What follows belongs to an exercise in optimizing a design on an open flow for a short achievable clock period and few clock cycles; a production flow would make more cautious choices. In this exercise RTL edits were held to simulation tests only and were not proved equivalent to the original. Power figures rest on the tool's default switching activity, not on a simulated workload.

==> flow/design.v, too long to show whole: its modules and the start of the top module <==
// module alu: 48 lines
// module imm_signed: 7 lines
// module program_count: 18 lines
// module instr_reg: 24 lines
// module general_reg: 33 lines
// module dbg_mux: 44 lines
// module g_inv: 3 lines
// module g_nand2: 3 lines
// module g_nand3: 3 lines
// module g_nand4: 3 lines
// module g_nor2: 3 lines
// module g_aoi22: 3 lines
// module mul_csa: 3855 lines
// module status_flag: 12 lines
// module datapath_multi: 22 lines
// module control_unit_multi: 69 lines
// module cpu_top: 176 lines
module cpu_top (
    input  logic        clk,
    input  logic        rst_n,
    input  logic        mode,
    input  logic [3:0]  REG_addr_dbg,
    input  logic        reg_sel_dbg,
    output logic [12:0] imem_addr,
    input  logic [31:0] imem_rdata,
    output logic [12:0] dmem_addr,
    output logic [31:0] dmem_wdata,
    output logic        dmem_wen,
    output logic        dmem_en,
    input  logic [31:0] dmem_rdata,
    output logic [31:0] status_reg,
    output logic [15:0] REG_dbg
);
  // ...
==> flow/flow/run.sh <==
#!/bin/bash
set -euo pipefail
bash standard.sh SETUP_SLACK_MARGIN=6.5 finish > standard.log 2>&1
==> flow/standard.sh <==
#!/bin/bash
# synth_recipe.tcl (not shown) runs the flow's synth.tcl, then flattens the netlist and writes it again
# the make line also repeats each setting of config.mk as NAME=value (left out here)
make -C /OpenROAD-flow-scripts/flow DESIGN_CONFIG=/design/flow/config.mk WORK_HOME=/design/flow/orfs CLKGATE_MAP_FILE= SYNTH_SCRIPT=/design/flow/synth_recipe.tcl "${@:-finish}"
==> flow/config.mk <==
export PLATFORM = sky130hd
export DESIGN_NAME = cpu_top
export DESIGN_NICKNAME = cpu_top
export VERILOG_FILES = /design/flow/design.v
export SDC_FILE = /design/flow/constraint.sdc
export NUM_CORES = 4
export LEC_CHECK = 0
export CAP_MARGIN = 20
export CORE_MARGIN = 2
export CORE_UTILIZATION = 40
export SLEW_MARGIN = 20
export SYNTH_HIERARCHICAL = 1
==> flow/constraint.sdc <==
create_clock -name core_clock -period 12.0 [get_ports {clk}]
set_input_delay 2.4000 -clock core_clock [delete_from_list [all_inputs] [get_ports {clk}]]
set_output_delay 2.4000 -clock core_clock [all_outputs]
set_load 0.01 [all_outputs]
==> results.sh, run 1 <==
export IMPL_comb_power_share=0.735
export IMPL_yosys_warnings=13
export IMPL_seq_share=0.232
export IMPL_r2r_cells=24
export IMPL_num_rows=183
export IMPL_nNonClkBuffers=662
export IMPL_gp_congestion=1.07
export IMPL_clk_path_buf_depth=3
export IMPL_drt_wl_total_microns=511000
export IMPL_use_met3=0.120
export IMPL_met3_length_microns=68100
export IMPL_power_leader="combinational logic"
export IMPL_clk_share=0.0357
export IMPL_drv_cap=0
export IMPL_core_area_sq_um=248000
export IMPL_drive_above_1_share=0.217
export IMPL_top_regs="RF.g_r.q: 480 flops, w_mc: 64 flops, w_ms: 64 flops"
export IMPL_power_mw=37.2
export IMPL_multi_input_area_share=0.592
export IMPL_nFillCells=23300
export IMPL_p_per_area_nw_per_um2=331
export IMPL_cpPeakStageDelay_ns=0.33
export IMPL_cts_num_sinks=1004
export IMPL_hold_buffers=0
export IMPL_rsz0062_at_grt="yes"
export IMPL_criticalPathCategory="in -> out"
export IMPL_outcome="timing/DRC/antenna clean"
export IMPL_largest_register="RF.g_r.q"
export IMPL_wl_met1_microns=188000
export IMPL_critPathLaunch="reg_sel_dbg"
export IMPL_worstReg2RegEnd="e_op2[31]"
export IMPL_worst_path_buf_inv=5
export IMPL_cp_start_kind="input port"
export IMPL_stdcell_area_sq_um=112000
export IMPL_die_h_microns=503
export IMPL_hold_worst_slack_ns=0.329
export IMPL_fin_worst_skew_ns=0.0780
export IMPL_multi_input_cells=7001
export IMPL_pwr_share_seq=0.162
export IMPL_final_cell_mix="1144 x inv_1, 897 x fa_1, 868 x nand2_1"
export IMPL_cts_resized=416
Testbench counts, summed over its fixed seeds: cycles 42,690.
==> module general_reg, before the edit <==
module general_reg (
    input  logic        clk,
    input  logic [3:0]  rs_addr,
    input  logic [3:0]  rt_addr,
    output logic [31:0] rs_data,
    output logic [31:0] rt_data,
    input  logic        we_e,
    input  logic [3:0]  wa_e,
    input  logic [31:0] wd_e,
    input  logic        we_w,
    input  logic [3:0]  wa_w,
    input  logic [31:0] wd_w,
    input  logic [3:0]  dbg_addr,
    input  logic        dbg_sel,
    output logic [15:0] dbg_data
);
    logic [511:0] R;
    assign R[31:0] = 32'd0;
    genvar i;
    generate
        for (i = 1; i < 16; i = i + 1) begin : g_r
            logic [31:0] q;
            always_ff @(posedge clk) begin
                if (we_e && wa_e == i) q <= wd_e;
                else if (we_w && wa_w == i) q <= wd_w;
            end
            assign R[i*32 +: 32] = q;
        end
    endgenerate
    assign rs_data = R[rs_addr*32 +: 32];
    assign rt_data = R[rt_addr*32 +: 32];
    dbg_mux DBG (.regs(R), .addr(dbg_addr), .sel(dbg_sel), .data(dbg_data));
endmodule
==> module cpu_top, before the edit <==
module cpu_top (
    input  logic        clk,
    input  logic        rst_n,
    input  logic        mode,
    input  logic [3:0]  REG_addr_dbg,
    input  logic        reg_sel_dbg,
    output logic [12:0] imem_addr,
    input  logic [31:0] imem_rdata,
    output logic [12:0] dmem_addr,
    output logic [31:0] dmem_wdata,
    output logic        dmem_wen,
    output logic        dmem_en,
    input  logic [31:0] dmem_rdata,
    output logic [31:0] status_reg,
    output logic [15:0] REG_dbg
);
    logic [31:0] pc_f, ras;
    logic [31:0] ins;
    assign ins = imem_rdata;
    assign imem_addr = pc_f[12:0];
    logic f_uses_rs, f_uses_rt, f_wr_e, f_wr_w, f_jump, f_jal, f_beq, f_bne, f_jr;
    logic f_ld, f_sw, f_rmw, f_mem, f_mul, f_mul_lo, f_flags, f_use_imm, f_lui, f_munsigned;
    logic [3:0] f_wd;
    logic [9:0] f_cls;
    logic [1:0] f_msize;
    control_unit_multi DEC (
        .ins(ins), .uses_rs(f_uses_rs), .uses_rt(f_uses_rt), .wr_e(f_wr_e), .wr_w(f_wr_w),
        .wd(f_wd), .jump(f_jump), .jal(f_jal), .beq(f_beq), .bne(f_bne), .jr(f_jr),
        .ld(f_ld), .sw(f_sw), .rmw(f_rmw), .mem(f_mem), .mul(f_mul), .mul_lo(f_mul_lo),
        .set_flags(f_flags), .use_imm(f_use_imm), .lui(f_lui), .cls(f_cls),
        .msize(f_msize), .munsigned(f_munsigned)
    );
    logic [3:0] f_rs, f_rt;
    assign f_rs = ins[24:21];
    assign f_rt = ins[19:16];
    logic [31:0] f_imm, f_pc4, f_next;
    logic f_taken, f_zpred, f_zval, e_zadd, e_zsub;
    assign e_zadd = &(~(e_a ^ e_op2 ^ {e_a[30:0] | e_op2[30:0], 1'b0}));
    assign e_zsub = (e_a == e_op2);
    assign f_zpred = e_valid & e_wr_e & (e_cls[0] | e_cls[1])
                   & (((f_rs == e_wd) & (f_rt == 4'd0)) | ((f_rt == e_wd) & (f_rs == 4'd0)));
    assign f_zval = e_cls[0] ? e_zadd : e_zsub;
    assign f_taken = f_zpred ? ((f_bne & ~f_zval) | (f_beq & f_zval))
                             : ((f_bne & (f_rs != f_rt)) | (f_beq & (f_rs == f_rt)));
    imm_signed IMM (.imm_val(ins[15:0]), .upbound(f_lui), .b_val(f_imm));
    program_count PCN (
        .pc(pc_f), .ins(ins), .jump(f_jump), .bne(f_taken), .jr(f_jr), .ras(ras),
        .pc4(f_pc4), .next(f_next)
    );
    logic        e_valid;
    logic        e_wr_e, e_wr_w, e_flags, e_jr, e_beq, e_bne, e_ld, e_sw, e_rmw, e_mul, e_mul_lo;
    logic        e_use_imm, e_munsigned, e_pred;
    logic [3:0]  e_wd;
    logic [9:0]  e_cls;
    logic [4:0]  e_shamt;
    logic [1:0]  e_msize;
    logic [31:0] e_a, e_b, e_op2, e_imm, e_pc, e_pc4, e_jrpred;
    logic        w_we, w_ld, w_mul_lo, w_rmw, w_munsigned;
    logic [3:0]  w_wd;
    logic [1:0]  w_off, w_msize;
    logic [63:0] w_ms, w_mc;
    logic [31:0] w_sdata;
    logic [12:0] w_addr;
    logic        w2_valid;
    logic [12:0] w2_addr;
    logic [31:0] w2_data;
    logic [31:0] rs_val, rt_val, res_e, res_w;
    logic        we_e;
    general_reg RF (
        .clk(clk), .rs_addr(f_rs), .rt_addr(f_rt), .rs_data(rs_val), .rt_data(rt_val),
        .we_e(we_e), .wa_e(e_wd), .wd_e(res_e),
        .we_w(w_we), .wa_w(w_wd), .wd_w(res_w),
        .dbg_addr(REG_addr_dbg), .dbg_sel(reg_sel_dbg), .dbg_data(REG_dbg)
    );
    logic stall, redirect;
    logic [31:0] redir_pc;
    logic e_mv, w2_busy;
    assign e_mv = e_valid & (e_ld | e_sw | e_rmw);
    assign w2_busy = (w2_valid & e_mv) | w_rmw;      
    assign stall = (e_valid & e_wr_w & ((f_uses_rs & (f_rs == e_wd)) | (f_uses_rt & (f_rt == e_wd))))
                 | (f_mem & e_valid & e_rmw & w2_busy);
    always_ff @(posedge clk or negedge rst_n) begin
        if (!rst_n) begin
            pc_f <= 32'd0;
            e_valid <= 1'b0;
        end else begin
            if (redirect) pc_f <= redir_pc;
            else if (!stall) pc_f <= f_next;
            e_valid <= ~redirect & ~stall;
        end
    end
    always_ff @(posedge clk) begin
        if (~redirect & ~stall & f_jal) ras <= f_pc4;
        e_wr_e <= f_wr_e; e_wr_w <= f_wr_w; e_flags <= f_flags; e_jr <= f_jr;
        e_beq <= f_beq; e_bne <= f_bne; e_pred <= f_taken; e_ld <= f_ld; e_sw <= f_sw; e_rmw <= f_rmw;
        e_mul <= f_mul; e_mul_lo <= f_mul_lo; e_use_imm <= f_use_imm;
        e_munsigned <= f_munsigned; e_msize <= f_msize;
        e_wd <= f_wd; e_cls <= f_cls; e_shamt <= ins[10:6];
        e_a <= f_a; e_b <= f_b; e_op2 <= f_use_imm ? f_imm : f_b;
        e_imm <= f_imm; e_pc <= pc_f; e_pc4 <= f_pc4; e_jrpred <= ras;
    end
    logic [31:0] f_a, f_b;
    logic fa_e, fb_e, fa_w, fb_w;
    assign fa_e = e_valid & e_wr_e & (f_rs == e_wd);
    assign fb_e = e_valid & e_wr_e & (f_rt == e_wd);
    assign fa_w = w_we & (f_rs == w_wd);
    assign fb_w = w_we & (f_rt == w_wd);
    assign f_a = fa_e ? res_e : (fa_w ? res_w : rs_val);
    assign f_b = fb_e ? res_e : (fb_w ? res_w : rt_val);
    logic [31:0] opA, opB, op2;
    assign opA = e_a;
    assign opB = e_b;
    assign op2 = e_op2;
    logic [3:0] nzcv;
    alu ALU (
        .a(opA), .b(op2), .link(e_pc4), .shamt(e_shamt), .cls(e_cls),
        .result(res_e), .nzcv(nzcv)
    );
    assign we_e = e_valid & e_wr_e;
    logic [3:0] flags;
    status_flag SF (.clk(clk), .rst_n(rst_n), .en(e_valid & e_flags), .nzcv(nzcv), .flags(flags));
    assign status_reg = {flags, 27'b0, mode};
    logic br_mis, jr_mis;
    assign br_mis = e_valid & (e_beq | e_bne) & ((e_beq ~^ (opA == opB)) ^ e_pred);
    assign jr_mis = e_valid & e_jr & (opA != e_jrpred);
    assign redirect = br_mis | jr_mis | replay;
    assign redir_pc = e_sw ? e_pc : e_jr ? opA : (e_pred ? e_pc4 : {14'b0, e_imm[15:0], 2'b00});
    logic [12:0] e_addr;
    assign e_addr = opA[12:0] + e_imm[12:0];
    logic mbox, replay, pend;
    logic [12:2] mb_c;
    assign pend = w_rmw | w2_valid;
    assign mb_c = {e_a[11:2] & e_imm[11:2],
                   (e_a[1] & e_imm[1]) | ((e_a[1] | e_imm[1]) & e_a[0] & e_imm[0])};
    assign mbox = &(e_a[12:2] ^ e_imm[12:2] ^ mb_c);
    assign replay = e_valid & e_sw & mbox & pend;
    assign dmem_en = e_mv ? ~(e_sw & mbox & pend) : w2_valid;
    assign dmem_wen = e_mv ? e_sw : 1'b1;
    assign dmem_addr = e_mv ? e_addr : w2_addr;
    assign dmem_wdata = e_mv ? opB : w2_data;
    logic sw_now;
    assign sw_now = e_valid & e_sw & ~(mbox & pend);
    logic [63:0] m_s, m_c;
    mul_csa MUL (.a(opA), .b(opB), .s(m_s), .c(m_c));
    always_ff @(posedge clk or negedge rst_n) begin
        if (!rst_n) begin
            w_we <= 1'b0;
            w_rmw <= 1'b0;
            w2_valid <= 1'b0;
        end else begin
            w_we <= e_valid & e_wr_w;
            w_rmw <= e_valid & e_rmw;
            if (w_rmw) w2_valid <= ~(sw_now & (e_addr[12:2] == w_addr[12:2]));
            else if (!e_mv || (sw_now && e_addr[12:2] == w2_addr[12:2])) w2_valid <= 1'b0;
        end
    end
    always_ff @(posedge clk) begin
        w_ld <= e_ld; w_mul_lo <= e_mul_lo; w_munsigned <= e_munsigned; w_msize <= e_msize;
        w_wd <= e_wd; w_off <= e_addr[1:0]; w_addr <= e_addr; w_sdata <= opB;
        w_ms <= m_s; w_mc <= m_c;
    end
    logic [31:0] ld_data, merged;
    logic [63:0] prod;
    logic [31:0] mword;
    assign mword = (w2_valid && w2_addr[12:2] == w_addr[12:2]) ? w2_data : dmem_rdata;
    instr_reg LDX (.word(mword), .off(w_off), .msize(w_msize), .munsigned(w_munsigned), .data(ld_data));
    assign prod = w_ms + w_mc;
    assign res_w = w_ld ? ld_data : (w_mul_lo ? prod[31:0] : prod[63:32]);
    datapath_multi MRG (.word(mword), .sdata(w_sdata), .off(w_off), .msize(w_msize), .merged(merged));
    always_ff @(posedge clk) begin
        if (w_rmw) begin
            w2_addr <= w_addr;
            w2_data <= merged;
        end
    end
endmodule
==> run 2, diff against run 1 <==
--- a/flow/design.v
+++ b/flow/design.v
@@ -107,9 +107,7 @@
     input  logic        we_w,
     input  logic [3:0]  wa_w,
     input  logic [31:0] wd_w,
-    input  logic [3:0]  dbg_addr,
-    input  logic        dbg_sel,
-    output logic [15:0] dbg_data
+    output logic [511:0] regs
 );
     logic [511:0] R;
     assign R[31:0] = 32'd0;
@@ -126,7 +124,7 @@
     endgenerate
     assign rs_data = R[rs_addr*32 +: 32];
     assign rt_data = R[rt_addr*32 +: 32];
-    dbg_mux DBG (.regs(R), .addr(dbg_addr), .sel(dbg_sel), .data(dbg_data));
+    assign regs = R;
 endmodule
 module dbg_mux (
     input  logic [511:0] regs,
@@ -4057,6 +4055,35 @@
         else if (en) flags <= nzcv;
     end
 endmodule
+module dbg_regs (
+    input  logic        clk,
+    input  logic        rst_n,
+    input  logic        we_e,
+    input  logic [3:0]  wa_e,
+    input  logic [31:0] wd_e,
+    input  logic        we_w,
+    input  logic [3:0]  wa_w,
+    input  logic [31:0] wd_w,
+    input  logic [3:0]  dbg_addr,
+    input  logic        dbg_sel,
+    output logic [15:0] dbg_data
+);
+    logic [511:0] D;
+    assign D[31:0] = 32'd0;
+    genvar i;
+    generate
+        for (i = 1; i < 16; i = i + 1) begin : g_d
+            logic [31:0] q;
+            always_ff @(posedge clk or negedge rst_n) begin
+                if (!rst_n) q <= 32'd0;
+                else if (we_e && wa_e == i) q <= wd_e;
+                else if (we_w && wa_w == i) q <= wd_w;
+            end
+            assign D[i*32 +: 32] = q;
+        end
+    endgenerate
+    dbg_mux DBG (.regs(D), .addr(dbg_addr), .sel(dbg_sel), .data(dbg_data));
+endmodule
 module datapath_multi (
     input  logic [31:0] word,
     input  logic [31:0] sdata,
@@ -4219,6 +4246,11 @@
     general_reg RF (
         .clk(clk), .rs_addr(f_rs), .rt_addr(f_rt), .rs_data(rs_val), .rt_data(rt_val),
         .we_e(we_e), .wa_e(e_wd), .wd_e(res_e),
+        .we_w(w_we), .wa_w(w_wd), .wd_w(res_w), .regs()
+    );
+    dbg_regs DRF (
+        .clk(clk), .rst_n(rst_n),
+        .we_e(we_e), .wa_e(e_wd), .wd_e(res_e),
         .we_w(w_we), .wa_w(w_wd), .wd_w(res_w),
         .dbg_addr(REG_addr_dbg), .dbg_sel(reg_sel_dbg), .dbg_data(REG_dbg)
     );
==> run 2 against run 1 <==
  * Sequential share of layout area is 4.2 points higher
  * Non-clock buffer count is 70 higher
  * Largest power group unchanged
  * Sequential cell count is 480 higher
  * Count of clock-buffer cells in the layout is 98 higher
  * Final area is 24% higher
  * Synthesized cell count is 29% higher
  * Total power is 26% higher
  * Final cell count is 25% higher
  * Clock skew is 0.012 ns higher
==> results.sh, run 2 <==
export IMPL_outcome="timing/DRC/antenna clean"
export IMPL_peakVddDrop_v=0.00102
export IMPL_post_route_min_period_ns=6.40
export IMPL_postSynthCellCount=12900
export IMPL_die_w_microns=561
export IMPL_p_int_mw=23.6
export IMPL_dr_first_iter_drc_count=15800
export IMPL_core_area_sq_um=309000
export IMPL_p_leak_nw=53.9
export IMPL_cts_made_buffers=176
export IMPL_max_freq_mhz=156
export IMPL_setup_violations=0
export IMPL_finalSetupTns_ns=0
export IMPL_comb_power_share=0.682
export IMPL_port_buffers=150
export IMPL_p_per_area_nw_per_um2=337
export IMPL_netlist_area_sq_um=124000
export IMPL_postPlaceCellArea_sq_um=129000
export IMPL_area_growth_synth_to_final_pct=11.9
export IMPL_grt_max_degree=161
export IMPL_io_pins=180
export IMPL_vias_per_cell=6.56
export IMPL_syn_avg_cell_area_sq_um=9.63
export IMPL_drv_cap=0
export IMPL_gp_congestion=1.08
export IMPL_critPathMaxFanout=7
export IMPL_cts_num_sinks=1484
export IMPL_overflow=0
export IMPL_setup_ws_ns=5.60
export IMPL_min_from="e_msize[0]"
export IMPL_holdPathStages=0
export IMPL_clkTransAtPathRegs_ns=0.06
export IMPL_cp_data_arrival_time_ns=4.00
export IMPL_dp_slack_ns=4.11
export IMPL_stdcell_area_sq_um=139000
export IMPL_cp_end_kind="output pin"
export IMPL_slew_headroom=0.122
export IMPL_htreeDepth=4
export IMPL_hold_violations=0
export IMPL_drt_wl_total_microns=620000
export IMPL_drv_slew=0
export IMPL_clk_path_buf_depth=4
export IMPL_fin_worst_skew_ns=0.0897
export IMPL_drc_errors=0
export IMPL_r2r_start="e_op2[3]"
export IMPL_grt_pass1_vias=108000
export IMPL_dieArea_sq_um=315000
export IMPL_rsz0062_at_grt="yes"
export IMPL_cts_tree="built"
export IMPL_final_cell_mix="1141 x inv_1, 1123 x nand2_1, 906 x fa_1"
export IMPL_register_area_sq_um=38000
export IMPL_post_route_util=0.450
export IMPL_r2r_setup_slack_ns=6.31
export IMPL_num_rows=204
export IMPL_cp_start_kind="input port"
export IMPL_nets=13800
export IMPL_vias=111000
export IMPL_top_regs="DRF.g_d.q: 480 flops, RF.g_r.q: 480 flops"
export IMPL_insertion_delay_ns=0.94
export IMPL_hold_class="reg -> reg"
export IMPL_multi_input_area_sq_um=77600
export IMPL_drt_first_pass_iters=8
export IMPL_grt_use_total=0.384
export IMPL_hold_path_endpoint="w_msize[0]"
export IMPL_fin_crit_sh=0.533
export IMPL_worst_ep_required_time_ns=9.60
export IMPL_p_sw_mw=23.3
export IMPL_pwr_share_seq=0.196
export IMPL_grt_pass1_wl_microns=860000
export IMPL_criticalPathCategory="in -> out"
export IMPL_yosys_warnings=14
export IMPL_drive_above_1_share=0.191
export IMPL_start_util=0.402
export IMPL_r2r_cells=12
export IMPL_hold_worst_slack_ns=0.328
export IMPL_wl_per_cell_microns=36.8
export IMPL_hold_buffers=0
export IMPL_ant_nets=0
export IMPL_nFillCells=29400
export IMPL_hpwl_microns=406000
export IMPL_dp_cells=16300
export IMPL_worstReg2RegEnd="RF.g_r[13].q[18]"
export IMPL_final_common_cell="inv_1"
export IMPL_power_mw=46.8
export IMPL_antenna_found_initial=68
export IMPL_switching_share=0.497
export IMPL_die_h_microns=561
export IMPL_layout_cells_non_filler=16800
export IMPL_pwr_share_clk=0.122
export IMPL_tightest_slew_ns=1.30
export IMPL_cts_root_buf="clkbuf_16"
-- run 2: timing repair --
action                                  4_1_cts  5_1_grt
buffers inserted                            140       32
gates resized for setup                     466      100
pin swaps                                   144       84
endpoints found under the setup margin      436      193
cloned                                       14        4
-- run 2: how the worst max path moves through the flow --
stage / from / end / slack [ns] / cells after the start
global placement: REG_addr_dbg[2] / REG_dbg[1] / 4.11 / 9
floorplan: reg_sel_dbg / REG_dbg[0] / 6.17 / 7
detailed placement: REG_addr_dbg[2] / REG_dbg[1] / 4.11 / 9
global route: REG_addr_dbg[2] / REG_dbg[4] / 5.59 / 12
finish: REG_addr_dbg[3] / REG_dbg[7] / 5.60 / 11
CTS: reg_sel_dbg / REG_dbg[13] / 5.69 / 11
-- run 2: layer usage --
layer  part of all wire  routed length (microns)  global-route usage
met2               0.42                   263000               0.567
met4              0.096                    59500               0.291
met5           0.000092                       57                   0
met3               0.12                    74600               0.108
met1               0.36                   224000               0.475
-- run 2: worst max-delay path, cell delays in order --
cell and delay (ns):
buf_12 0.08, clkinvlp_4 0.18, nand3_4 0.21, nor2_4 0.07
buf_12 0.15, buf_8 0.13, a22oi_2 0.18, nand4_1 0.11
nor2_1 0.19, nand2_2 0.13, buf_6 0.14
-- run 2: final cells by class --
| class | count | share of cell area |
|---|---|---|
| antenna | 25 | 0.000450 |
| tap | 4120 | 0.0371 |
| clock buffer | 250 | 0.0372 |
| sequential | 1484 | 0.274 |
| timing repair inverter | 2 | 0.000108 |
| multi-input combinational | 8993 | 0.559 |
| timing repair buffer | 732 | 0.0551 |
| inverter | 1169 | 0.0320 |
| clock inverter | 68 | 0.00544 |
-- run 2: power by group through the flow --
stage	Sequential [mW]	Combinational, mW	Clock (mW)
after CTS	9.09	31.0	5.70
after global routing	9.20	34.6	5.90
after floorplan	8.55	24.6	0
after global placement	9.23	30.0	0
after detailed placement	9.16	29.8	0
final	9.18	31.9	5.71
Testbench counts of run 2, summed over its fixed seeds: cycles 42,690.
==> run 3, diff against run 2 <==
==> flow/flow/run.sh (replaced) <==
#!/bin/bash
set -euo pipefail
bash standard.sh synth > synth.log 2>&1
DU="$(awk '/export DONT_USE_CELLS \+=/{f=1; next} f{print; if ($0 !~ /\\$/) f=0}' \
      "$FLOW_HOME/platforms/sky130hd/config.mk" | tr -d '\\' | tr -s ' \n' ' ')"
DU="$DU sky130_fd_sc_hd__clkinvlp_2 sky130_fd_sc_hd__clkinvlp_4"
bash standard.sh SETUP_SLACK_MARGIN=6.5 "DONT_USE_CELLS=$DU" finish > standard.log 2>&1
==> run 3 against run 2 <==
  * Core utilization grew 0.071 points
  * Via count increased by 0.98%
  * Wire length about the same
  * Sequential cell count unchanged
  * Critical endpoint unchanged
==> results.sh, run 3 <==
export IMPL_outcome="timing/DRC/antenna clean"
export IMPL_r2r_start="e_shamt[0]"
export IMPL_setup_violations=0
export IMPL_grt_pass1_vias=108000
export IMPL_drt_wl_total_microns=620000
export IMPL_wl_met1_microns=225000
export IMPL_clkTransAtPathRegs_ns=0.06
export IMPL_fin_worst_skew_ns=0.137
export IMPL_p_sw_mw=23.5
export IMPL_nets=13800
export IMPL_p_leak_nw=54.1
export IMPL_drive_above_1_share=0.194
export IMPL_cts_num_sinks=1484
export IMPL_dr_first_iter_drc_count=16300
export IMPL_overflow=0
export IMPL_wl_per_cell_microns=36.8
export IMPL_tightest_slew_ns=1.26
export IMPL_worstReg2RegEnd="e_op2[3]"
export IMPL_max_freq_mhz=161
export IMPL_final_common_cell="inv_1"
export IMPL_start_util=0.402
export IMPL_cts_root_buf="clkbuf_16"
export IMPL_rsz0062_at_grt="yes"
export IMPL_critPathMaxFanout=5
export IMPL_worst_ep_required_time_ns=9.60
export IMPL_hold_class="reg -> reg"
export IMPL_cp_data_arrival_time_ns=3.82
export IMPL_critPathLaunch="REG_addr_dbg[1]"
export IMPL_area_growth_synth_to_final_pct=12.1
export IMPL_pwr_share_seq=0.195
export IMPL_switching_share=0.499
export IMPL_fin_crit_sh=0.518
export IMPL_drc_errors=0
export IMPL_cts_made_buffers=182
export IMPL_comb_power_share=0.683
export IMPL_grt_pass1_wl_microns=860000
export IMPL_met2_length_microns=260000
export IMPL_grt_use_total=0.384
export IMPL_hold_violations=0
export IMPL_insertion_delay_ns=0.96
export IMPL_holdPathStages=0
export IMPL_vias_per_cell=6.62
export IMPL_top_layer_used="met5"
export IMPL_hold_worst_slack_ns=0.325
export IMPL_antenna_found_initial=67
export IMPL_netlist_area_sq_um=124000
export IMPL_endpoint="REG_dbg[7]"
export IMPL_top_regs="DRF.g_d.q: 480 flops, RF.g_r.q: 480 flops"
export IMPL_r2r_cells=12
export IMPL_ant_nets=0
export IMPL_num_rows=204
export IMPL_dieArea_sq_um=315000
export IMPL_r2r_setup_slack_ns=6.37
export IMPL_final_cell_mix="1136 x inv_1, 1128 x nand2_1, 900 x fa_1"
export IMPL_port_buffers=150
export IMPL_finalSetupTns_ns=0
export IMPL_slew_headroom=0.156
export IMPL_io_pins=180
export IMPL_register_area_sq_um=38000
export IMPL_drv_slew=0
export IMPL_syn_avg_cell_area_sq_um=9.63
export IMPL_peakVddDrop_v=0.000894
export IMPL_nFillCells=29500
export IMPL_criticalPathCategory="in -> out"
export IMPL_die_h_microns=561
export IMPL_p_per_area_nw_per_um2=338
export IMPL_hold_buffers=0
export IMPL_postSynthCellCount=12900
export IMPL_yosys_warnings=14
export IMPL_core_area_sq_um=309000
export IMPL_grt_max_degree=141
export IMPL_drt_first_pass_iters=9
export IMPL_vias=112000
export IMPL_pwr_share_clk=0.122
export IMPL_p_int_mw=23.6
export IMPL_multi_input_area_sq_um=77900
export IMPL_met3_length_microns=77500
export IMPL_cp_end_kind="output pin"
export IMPL_htreeDepth=4
export IMPL_hpwl_microns=401000
export IMPL_drv_cap=0
export IMPL_die_w_microns=561
export IMPL_post_route_min_period_ns=6.22
export IMPL_cts_tree="built"
export IMPL_gp_congestion=1.07
export IMPL_cp_start_kind="input port"
export IMPL_clk_path_buf_depth=4
-- run 3: cell count changes in the layout (fill, tap and decap cells not counted), sizes merged, moves of 3 or more --
cell | previous run | this run
clkinv | 43 | 63
clkinvlp | 20 | 0
inv | 1164 | 1181
dlygate4sd2 | 11 | 26
clkdlybuf4s50 | 92 | 78
clkbuf | 257 | 245
diode | 25 | 36
buf | 607 | 612
bufbuf | 7 | 10
-- run 3: metal layers --
metal,track usage,vias up
met5,0.00211,-
met4,0.293,30
met3,0.115,2382
met2,0.557,8953
met1,0.479,55900
li1,-,44300
-- run 3: final cells by class --
cell class                      instances  share of cell area
Multi-Input combinational cell       8995               0.560
Timing Repair Buffer                  739              0.0542
Clock inverter                         86             0.00578
Antenna cell                           36            0.000648
Sequential cell                      1484               0.273
Tap cell                             4120              0.0371
Inverter                             1169              0.0321
Clock buffer                          240              0.0368
-- run 3: worst min path at each step --
stage,from,end,slack [ns]
after global routing,e_msize[1],w_msize[1],0.34
final,e_msize[1],w_msize[1],0.33
after CTS,e_msize[0],w_msize[0],0.33
after detailed placement,e_msize[0],w_msize[0],0.31
after floorplan,e_msize[0],w_msize[0],0.31
after global placement,e_msize[0],w_msize[0],0.31
-- run 3: worst max-delay path, stage by stage --
cell and delay [ns]:
buf_12 0.12, nand2_8 0.07, buf_12 0.13, nor2_4 0.06, buf_12 0.13, buf_16 0.13
a22oi_2 0.19, nand4_1 0.14, nor2_2 0.16, nand2_2 0.13, buf_6 0.15
-- run 3: per-stage QoR --
stage / setup WS [ns] / instance area [sq um] / instances / util / power (mW)
detailed placement: 3.97 / 129000 / 16300 / 0.417 / 39.3
global route: 5.74 / 139000 / 16800 / 0.450 / 49.9
CTS: 5.83 / 138000 / 16800 / 0.448 / 46.0
finish: 5.78 / 139000 / 16900 / 0.450 / 47.0
floorplan: 6.28 / 125000 / 12900 / - / 33.1
global placement: 4.00 / 129000 / 16300 / 0.417 / 39.5
-- run 3: power groups by stage --
stage / clock [mW] / combinational [mW] / sequential, mW
2_1_floorplan: 0 / 24.6 / 8.56
3_3_place_gp: 0 / 30.3 / 9.22
3_5_place_dp: 0 / 30.2 / 9.15
4_1_cts: 5.70 / 31.2 / 9.08
5_1_grt: 5.89 / 34.8 / 9.20
6_report: 5.71 / 32.1 / 9.18
-- run 3: repair_timing --
action / CTS / global route
cloned: 15 / 3
gates resized for setup: 532 / 124
setup endpoints to repair: 462 / 331
pin swaps: 149 / 74
setup buffers: 160 / 19
==> run 4, diff against run 3 <==
==> flow/flow/run.sh (replaced) <==
#!/bin/bash
set -euo pipefail
bash standard.sh synth > synth.log 2>&1
DU="$(awk '/export DONT_USE_CELLS \+=/{f=1; next} f{print; if ($0 !~ /\\$/) f=0}' \
      "$FLOW_HOME/platforms/sky130hd/config.mk" | tr -d '\\' | tr -s ' \n' ' ')"
DU="$DU sky130_fd_sc_hd__clkinvlp_2 sky130_fd_sc_hd__clkinvlp_4"
bash standard.sh SETUP_SLACK_MARGIN=7.5 "DONT_USE_CELLS=$DU" finish > standard.log 2>&1
==> run 4 against run 3 <==
  * Still clean
  * Global-route usage is 0.10 points lower
  * Sequential cell count unchanged
  * Total power increased by 5.7%
  * Register-to-register slack better by 0.05 ns
  * Hold slack worse by 0.028 ns
  * Final cell count rose by 1.4%
  * Wire length grew 1.2%
  * Final area rose by 7.1%
  * Critical path depth unchanged
==> results.sh, run 4 <==
export IMPL_outcome="timing/DRC/antenna clean"
export IMPL_holdPathStages=0
export IMPL_cp_data_arrival_time_ns=3.91
export IMPL_setup_violations=0
export IMPL_dr_first_iter_drc_count=18100
export IMPL_cts_num_sinks=1484
export IMPL_nFillCells=28100
export IMPL_p_per_area_nw_per_um2=334
export IMPL_criticalPathCategory="in -> out"
export IMPL_tightest_slew_ns=1.45
export IMPL_nets=14000
export IMPL_area_growth_synth_to_final_pct=20.1
export IMPL_cts_tree="built"
export IMPL_drt_wl_total_microns=628000
export IMPL_overflow=0
export IMPL_clkTransAtPathRegs_ns=0.06
export IMPL_r2r_cells=21
export IMPL_hold_worst_slack_ns=0.297
export IMPL_vias=114000
export IMPL_power_mw=49.7
export IMPL_clk_path_buf_depth=4
export IMPL_final_common_cell="nand2_1"
export IMPL_worst_ep_required_time_ns=9.60
export IMPL_grt_pass1_wl_microns=864000
export IMPL_slew_headroom=0.0366
export IMPL_die_h_microns=561
export IMPL_port_buffers=150
export IMPL_cts_root_buf="clkbuf_16"
export IMPL_drc_errors=0
export IMPL_grt_max_degree=154
export IMPL_htreeDepth=4
export IMPL_postSynthCellCount=12900
export IMPL_antenna_found_initial=63
export IMPL_drv_slew=0
export IMPL_vias_per_cell=6.68
export IMPL_finalSetupTns_ns=0
export IMPL_insertion_delay_ns=0.96
export IMPL_hpwl_microns=379000
export IMPL_die_w_microns=561
export IMPL_final_cell_mix="1026 x nand2_1, 999 x inv_1, 687 x fa_1"
export IMPL_drv_cap=0
export IMPL_grt_use_total=0.383
export IMPL_drt_first_pass_iters=11
export IMPL_fin_crit_sh=0.526
export IMPL_cts_made_buffers=176
export IMPL_fin_worst_skew_ns=0.119
export IMPL_io_pins=180
export IMPL_peakVddDrop_v=0.000999
export IMPL_top_regs="DRF.g_d.q: 480 flops, RF.g_r.q: 480 flops"
export IMPL_post_route_util=0.482
export IMPL_hold_class="reg -> reg"
export IMPL_hold_violations=0
export IMPL_yosys_warnings=14
export IMPL_netlist_area_sq_um=124000
export IMPL_num_rows=204
export IMPL_critPathMaxFanout=7
export IMPL_gp_congestion=1.06
export IMPL_drive_above_1_share=0.279
export IMPL_core_area_sq_um=309000
export IMPL_cp_start_kind="input port"
export IMPL_dieArea_sq_um=315000
export IMPL_p_leak_nw=57.5
export IMPL_max_freq_mhz=159
export IMPL_wl_per_cell_microns=36.7
export IMPL_hold_buffers=0
export IMPL_start_util=0.402
export IMPL_grt_pass1_vias=111000
export IMPL_cp_end_kind="output pin"
export IMPL_rsz0062_at_grt="yes"
export IMPL_syn_avg_cell_area_sq_um=9.63
export IMPL_ant_nets=0
export IMPL_post_route_min_period_ns=6.31
==> run 4: power by group <==
group	internal (mW)	switching [mW]	total (mW)	leakage [nW]
clock network	3.25	2.43	5.67	2.91
logic	14.5	20.4	34.9	40.4
registers	7.87	1.28	9.15	14.2
==> run 4: routing by layer <==
metal / up-vias / wire, microns / track usage
li1: 44900 / - / -
met1: 57100 / 218000 / 0.466
met2: 9574 / 263000 / 0.563
met3: 2761 / 85000 / 0.116
met4: 28 / 61200 / 0.304
met5: - / 212 / 0.00120
==> run 4: path summary, 6_finish.rpt <==
check,slack [ns],end,from
setup / recovery,5.69,REG_dbg[11],reg_sel_dbg
hold / removal,0.30,w_msize[0],e_msize[0]
setup reg to reg,6.42,w_mc[32],e_a[0]
hold reg to reg,0.30,w_msize[0],e_msize[0]
max in group asynchronous,7.89,pc_f[4],rst_n
min in group asynchronous,1.53,DRF.g_d[7].q[31],rst_n
==> run 4: per-stage QoR <==
stage | area, sq um | cells | setup WS [ns]
6_report | 149000 | 17100 | 5.69
5_1_grt | 149000 | 17100 | 5.73
4_1_cts | 143000 | 16900 | 5.87
3_5_place_dp | 129000 | 16200 | 3.99
3_3_place_gp | 129000 | 16200 | 4.01
2_1_floorplan | 126000 | 12900 | 6.28
==> run 4: layout make-up <==
class                   count  area [sq um]  share of cell area
inverters                1169          4540              0.0304
diodes                     37          92.6            0.000622
repair buffers            991         12600              0.0843
multi-input cells        9003         82700               0.555
clock buffers             243          5170              0.0347
clock inverters            64           659             0.00443
flip-flops and latches   1484         38100               0.256
well taps                4120          5150              0.0346
repair inverters            1          5.00           0.0000336
==> run 4: timing repair <==
| action | in CTS | in global routing |
|---|---|---|
| endpoints found under the hold margin | 0 | 0 |
| setup endpoints to repair | 1113 | 764 |
| resized for setup | 1520 | 978 |
| cloned | 49 | 29 |
| buffers inserted | 307 | 133 |
| pin swaps | 404 | 443 |
==> run 4: critical path: stages <==
cell     delay [ns]
buf_12         0.13
inv_16         0.05
nand3_4        0.14
nor2_4         0.07
buf_12         0.16
buf_6          0.12
a22oi_2        0.25
nand4_1        0.14
nor2_2         0.19
nand2_2        0.11
buf_6          0.14
==> module dbg_mux, before the edit <==
module dbg_mux (
    input  logic [511:0] regs,
    input  logic [3:0]   addr,
    input  logic         sel,
    output logic [15:0]  data
);
    logic [4:0] a, an;
    assign a = {addr, sel};
    genvar i, j, k;
    generate
        for (i = 0; i < 5; i = i + 1) begin : g_inv
            g_inv u (.a(a[i]), .y(an[i]));
        end
        logic [3:0] pa_n;
        logic [7:0] pb_n;
        for (k = 0; k < 4; k = k + 1) begin : g_pa
            g_nand2 u (.a(k[0] ? a[1] : an[1]), .b(k[1] ? a[2] : an[2]), .y(pa_n[k]));
        end
        for (k = 0; k < 8; k = k + 1) begin : g_pb
            g_nand3 u (.a(k[0] ? a[0] : an[0]), .b(k[1] ? a[3] : an[3]), .c(k[2] ? a[4] : an[4]), .y(pb_n[k]));
        end
        logic [31:0] dsel;
        for (k = 2; k < 32; k = k + 1) begin : g_dsel
            g_nor2 u (.a(pa_n[(k >> 1) & 3]), .b(pb_n[((k >> 3) << 1) | (k & 1)]), .y(dsel[k]));
        end
        assign dsel[1:0] = 2'b00;
        for (j = 0; j < 16; j = j + 1) begin : g_bit
            logic [14:0] p_n;    
            logic [3:0]  q;      
            logic [1:0]  r_n;
            for (i = 0; i < 15; i = i + 1) begin : g_p
                g_aoi22 u (.a(dsel[2 + 2*i]), .b(regs[(2 + 2*i)*16 + j]),
                           .c(dsel[3 + 2*i]), .d(regs[(3 + 2*i)*16 + j]), .y(p_n[i]));
            end
            g_nand4 u_q0 (.a(p_n[0]), .b(p_n[1]), .c(p_n[2]), .d(p_n[3]), .y(q[0]));
            g_nand4 u_q1 (.a(p_n[4]), .b(p_n[5]), .c(p_n[6]), .d(p_n[7]), .y(q[1]));
            g_nand4 u_q2 (.a(p_n[8]), .b(p_n[9]), .c(p_n[10]), .d(p_n[11]), .y(q[2]));
            g_nand3 u_q3 (.a(p_n[12]), .b(p_n[13]), .c(p_n[14]), .y(q[3]));
            g_nor2 u_r0 (.a(q[0]), .b(q[1]), .y(r_n[0]));
            g_nor2 u_r1 (.a(q[2]), .b(q[3]), .y(r_n[1]));
            g_nand2 u_o (.a(r_n[0]), .b(r_n[1]), .y(data[j]));
        end
    endgenerate
endmodule
==> run 5, diff against run 4 <==
--- a/flow/design.v
+++ b/flow/design.v
@@ -132,44 +132,44 @@
     input  logic         sel,
     output logic [15:0]  data
 );
-    logic [4:0] a, an;
-    assign a = {addr, sel};
+    logic [3:0] an;
     genvar i, j, k;
     generate
-        for (i = 0; i < 5; i = i + 1) begin : g_inv
-            g_inv u (.a(a[i]), .y(an[i]));
+        for (i = 0; i < 4; i = i + 1) begin : g_inv
+            g_inv u (.a(addr[i]), .y(an[i]));
         end
-        logic [3:0] pa_n;
-        logic [7:0] pb_n;
+        logic [3:0] pa_n, pb_n;
         for (k = 0; k < 4; k = k + 1) begin : g_pa
-            g_nand2 u (.a(k[0] ? a[1] : an[1]), .b(k[1] ? a[2] : an[2]), .y(pa_n[k]));
+            g_nand2 ua (.a(k[0] ? addr[0] : an[0]), .b(k[1] ? addr[1] : an[1]), .y(pa_n[k]));
+            g_nand2 ub (.a(k[0] ? addr[2] : an[2]), .b(k[1] ? addr[3] : an[3]), .y(pb_n[k]));
         end
-        for (k = 0; k < 8; k = k + 1) begin : g_pb
-            g_nand3 u (.a(k[0] ? a[0] : an[0]), .b(k[1] ? a[3] : an[3]), .c(k[2] ? a[4] : an[4]), .y(pb_n[k]));
+        logic [15:0] d;      
+        for (k = 1; k < 16; k = k + 1) begin : g_d
+            g_nor2 u (.a(pa_n[k & 3]), .b(pb_n[k >> 2]), .y(d[k]));
         end
-        logic [31:0] dsel;
-        for (k = 2; k < 32; k = k + 1) begin : g_dsel
-            g_nor2 u (.a(pa_n[(k >> 1) & 3]), .b(pb_n[((k >> 3) << 1) | (k & 1)]), .y(dsel[k]));
-        end
-        assign dsel[1:0] = 2'b00;
+        assign d[0] = 1'b0;
         for (j = 0; j < 16; j = j + 1) begin : g_bit
-            logic [14:0] p_n;    
-            logic [3:0]  q;      
-            logic [1:0]  r_n;
-            for (i = 0; i < 15; i = i + 1) begin : g_p
-                g_aoi22 u (.a(dsel[2 + 2*i]), .b(regs[(2 + 2*i)*16 + j]),
-                           .c(dsel[3 + 2*i]), .d(regs[(3 + 2*i)*16 + j]), .y(p_n[i]));
+            logic [15:0] m;      
+            logic [7:0]  p_n;
+            logic [1:0]  q;
+            logic        r_n;
+            assign m[0] = 1'b0;
+            for (i = 1; i < 16; i = i + 1) begin : g_m
+                g_mux2i u (.a0(~regs[(2*i)*16 + j]), .a1(~regs[(2*i+1)*16 + j]), .s(sel), .y(m[i]));
+            end
+            for (i = 0; i < 8; i = i + 1) begin : g_p
+                g_aoi22 u (.a(d[2*i]), .b(m[2*i]), .c(d[2*i+1]), .d(m[2*i+1]), .y(p_n[i]));
             end
             g_nand4 u_q0 (.a(p_n[0]), .b(p_n[1]), .c(p_n[2]), .d(p_n[3]), .y(q[0]));
             g_nand4 u_q1 (.a(p_n[4]), .b(p_n[5]), .c(p_n[6]), .d(p_n[7]), .y(q[1]));
-            g_nand4 u_q2 (.a(p_n[8]), .b(p_n[9]), .c(p_n[10]), .d(p_n[11]), .y(q[2]));
-            g_nand3 u_q3 (.a(p_n[12]), .b(p_n[13]), .c(p_n[14]), .y(q[3]));
-            g_nor2 u_r0 (.a(q[0]), .b(q[1]), .y(r_n[0]));
-            g_nor2 u_r1 (.a(q[2]), .b(q[3]), .y(r_n[1]));
-            g_nand2 u_o (.a(r_n[0]), .b(r_n[1]), .y(data[j]));
+            g_nor2 u_r (.a(q[0]), .b(q[1]), .y(r_n));
+            g_inv u_o (.a(r_n), .y(data[j]));
         end
     endgenerate
 endmodule
+module g_mux2i (input logic a0, a1, s, output logic y);
+    assign y = ~(s ? a1 : a0);
+endmodule
 module g_inv (input logic a, output logic y);
     assign y = ~a;
 endmodule
==> run 5 against run 4 <==
  * Critical endpoint is now REG_dbg[15]
  * Count of clock-buffer cells in the layout fell by 12
  * Highest routed layer unchanged
  * Via count fell by 0.25%
  * Critical path type unchanged
  * Clock skew rose by 0.020 ns
  * Largest power group unchanged
==> results.sh, run 5 <==
export IMPL_fin_worst_skew_ns=0.139
export IMPL_cts_root_buf="clkbuf_16"
export IMPL_crit_top_cell="buf_16"
export IMPL_rsz0062_at_grt="yes"
export IMPL_grt_max_degree=157
export IMPL_worst_ep_required_time_ns=9.60
export IMPL_core_area_sq_um=315000
export IMPL_grt_use_total=0.364
export IMPL_cts_num_sinks=1484
export IMPL_slew_headroom=0.153
export IMPL_grt_pass1_wl_microns=845000
export IMPL_dr_first_iter_drc_count=17100
export IMPL_critPathMaxFanout=8
export IMPL_nets=14500
export IMPL_cts_tree="built"
export IMPL_vias_per_cell=6.46
export IMPL_drt_first_pass_iters=9
export IMPL_drive_above_1_share=0.231
export IMPL_antenna_found_initial=53
export IMPL_cp_data_arrival_time_ns=3.76
export IMPL_netlist_area_sq_um=127000
export IMPL_hpwl_microns=366000
export IMPL_tightest_slew_ns=1.27
export IMPL_cp_end_kind="output pin"
export IMPL_peakVddDrop_v=0.000961
export IMPL_grt_pass1_vias=111000
export IMPL_cpPeakStageDelay_ns=0.23
export IMPL_post_route_min_period_ns=6.16
export IMPL_setup_violations=0
export IMPL_p_per_area_nw_per_um2=336
export IMPL_htreeDepth=4
export IMPL_hold_class="reg -> reg"
export IMPL_dp_cells=16900
export IMPL_worst_path_buf_inv=5
export IMPL_vias=114000
export IMPL_fin_crit_sh=0.513
export IMPL_die_h_microns=566
export IMPL_cts_made_buffers=178
export IMPL_clkTransAtPathRegs_ns=0.06
export IMPL_outcome="timing/DRC/antenna clean"
export IMPL_postSynthCellCount=13400
export IMPL_io_pins=180
export IMPL_crit_slowest_cell="nor2_4"
export IMPL_final_cell_mix="1505 x inv_1, 1049 x nand2_1, 731 x fa_1"
export IMPL_gp_congestion=1.03
export IMPL_ant_nets=0
export IMPL_drt_wl_total_microns=606000
export IMPL_top_regs="DRF.g_d.q: 480 flops, RF.g_r.q: 480 flops"
export IMPL_hold_violations=0
export IMPL_wl_per_cell_microns=34.4
export IMPL_clk_path_buf_depth=4
export IMPL_nFillCells=29400
export IMPL_start_util=0.402
export IMPL_die_w_microns=566
export IMPL_final_common_cell="inv_1"
export IMPL_drc_errors=0
export IMPL_dieArea_sq_um=321000
export IMPL_path_cells="buf_16, buf_16, buf_4, mux2i_1, a22oi_2, nand4_1, nor2_4, inv_1, buf_2"
export IMPL_area_growth_synth_to_final_pct=17.0
export IMPL_max_freq_mhz=162
export IMPL_drv_cap=0
export IMPL_layout_cells_non_filler=17600
export IMPL_drv_slew=0
export IMPL_crit_family="buffers and inverters"
export IMPL_insertion_delay_ns=0.93
export IMPL_p_leak_nw=60.5
export IMPL_port_buffers=150
export IMPL_cp_start_kind="input port"
export IMPL_yosys_warnings=14
export IMPL_syn_avg_cell_area_sq_um=9.43
export IMPL_hold_buffers=0
export IMPL_finalSetupTns_ns=0
export IMPL_num_rows=206
export IMPL_criticalPathCategory="in -> out"
export IMPL_overflow=0
run 5: cell types whose count changed in the layout (fill, tap and decap cells not counted), sizes merged, moves of 8 or more:
cell	previous run	this run
mux2i	314	554
nand3	240	216
nand2	1182	1170
clkbuf	269	251
bufinv	12	23
bufbuf	19	11
inv	1180	1673
a22oi	403	290
clkdlybuf4s50	38	59
nand4	134	118
conb	30	62
buf	891	807
clkinv	42	55
nor2	425	392
run 5: per-stage QoR:
stage / total power [mW] / hold slack, ns / setup slack [ns] / utilization / area, sq um
floorplan: 33.8 / 0.310 / 6.34 / - / 128000
global placement: 39.1 / 0.311 / 4.07 / 0.417 / 131000
detailed placement: 38.9 / 0.318 / 4.00 / 0.417 / 131000
CTS: 47.5 / 0.332 / 5.84 / 0.461 / 145000
global route: 52.7 / 0.338 / 5.81 / 0.470 / 148000
finish: 49.8 / 0.334 / 5.84 / 0.470 / 148000
run 5: worst reg2reg max path, delay by kind of cell, from the launching register on:
family | cells | cell delay [ns]
buffers and inverters | 28 | 3.09
AND/OR/NAND/NOR | 4 | 0.92
adder cells (fa/ha/maj) | 2 | 0.69
flip-flops | 1 | 0.46
AO/OA/AOI/OAI | 4 | 0.45
run 5: power breakdown:
group | internal [mW] | leakage, nW | total (mW) | switching (mW)
Combinational | 14.6 | 43.4 | 35.3 | 20.8
Clock | 3.37 | 2.97 | 5.77 | 2.39
Sequential | 7.87 | 14.2 | 8.72 | 0.849
Total | 25.8 | 60.5 | 49.8 | 24.0
run 5: layout make-up:
| cell class | count | area [sq um] | share of cell area |
|---|---|---|---|
| tap | 4160 | 5200 | 0.0351 |
| antenna | 30 | 75.1 | 0.000507 |
| clock buffer | 231 | 4920 | 0.0333 |
| timing repair inverter | 2 | 22.5 | 0.000152 |
| inverter | 1664 | 6380 | 0.0431 |
| sequential | 1484 | 38100 | 0.257 |
| clock inverter | 85 | 1070 | 0.00721 |
| multi-input combinational | 9075 | 81100 | 0.548 |
| timing repair buffer | 906 | 11200 | 0.0757 |
run 5: worst paths after layout:
path	from	end	slack (ns)	cells after the start
min in group asynchronous	rst_n	DRF.g_d[15].q[28]	1.52	1
max in group asynchronous	rst_n	pc_f[3]	8.07	3
hold reg to reg	e_msize[0]	w_msize[0]	0.33	0
hold / removal	e_msize[0]	w_msize[0]	0.33	0
setup reg to reg	e_a[7]	pc_f[12]	6.18	38
setup / recovery	reg_sel_dbg	REG_dbg[15]	5.84	9
run 5: routing by layer:
layer | vias to the layer above | track usage | part of all wire
met2 | 9109 | 0.532 | 0.42
met4 | 26 | 0.266 | 0.092
li1 | 45800 | - | -
met5 | - | 0.000297 | 0.00026
met1 | 56800 | 0.455 | 0.36
met3 | 2297 | 0.107 | 0.13
run 5: what timing repair did:
| action | CTS | global route |
|---|---|---|
| gates cloned | 55 | 19 |
| pin swaps | 379 | 239 |
| hold endpoints to repair | 0 | 0 |
| gates resized for setup | 1386 | 462 |
| endpoints found under the setup margin | 1130 | 870 |
| setup buffers | 273 | 80 |
Testbench counts of run 5, summed over its fixed seeds: cycles 42,690.

port drivers added, routing unchanged:
Ports are ideal in the flow. The routed layouts listed here were re-timed in OpenROAD.
Step 1 assumes that a clkbuf_16 drives the clock port and a buf_2 every other input.
Step 2 times the ports against the registers' clock, not the clock port: input delays grow and output delays shrink by t, the midpoint of the rising clock arrivals with the driver on.
a / b / c = ideal / step 1 / step 2; a / b = the first two.
run	t, ns	setup WS [ns]	hold WS [ns]	worst setup path at the end	slew at the worst register clock pin (ns)
run 1	0.928	5.586 / 5.534 / 5.512	0.329 / 0.329 / 0.329	input to register	0.07 / 0.07
run 2	1.009	5.600 / 5.525 / 5.430	0.328 / 0.328 / 0.328	input to register	0.07 / 0.07
run 3	0.997	5.783 / 5.704 / 5.321	0.325 / 0.325 / 0.325	input to register	0.08 / 0.08
run 4	0.998	5.693 / 5.627 / 5.627	0.297 / 0.297 / 0.297	input to output	0.08 / 0.08
run 5	0.965	5.840 / 5.429 / 5.429	0.334 / 0.334 / 0.334	input to output	0.07 / 0.07
After both steps setup and hold are still met in every run listed. For run 3, which loses most, drivers alone change the setup slack by -0.079 ns; drivers and shift together by -0.462 ns.
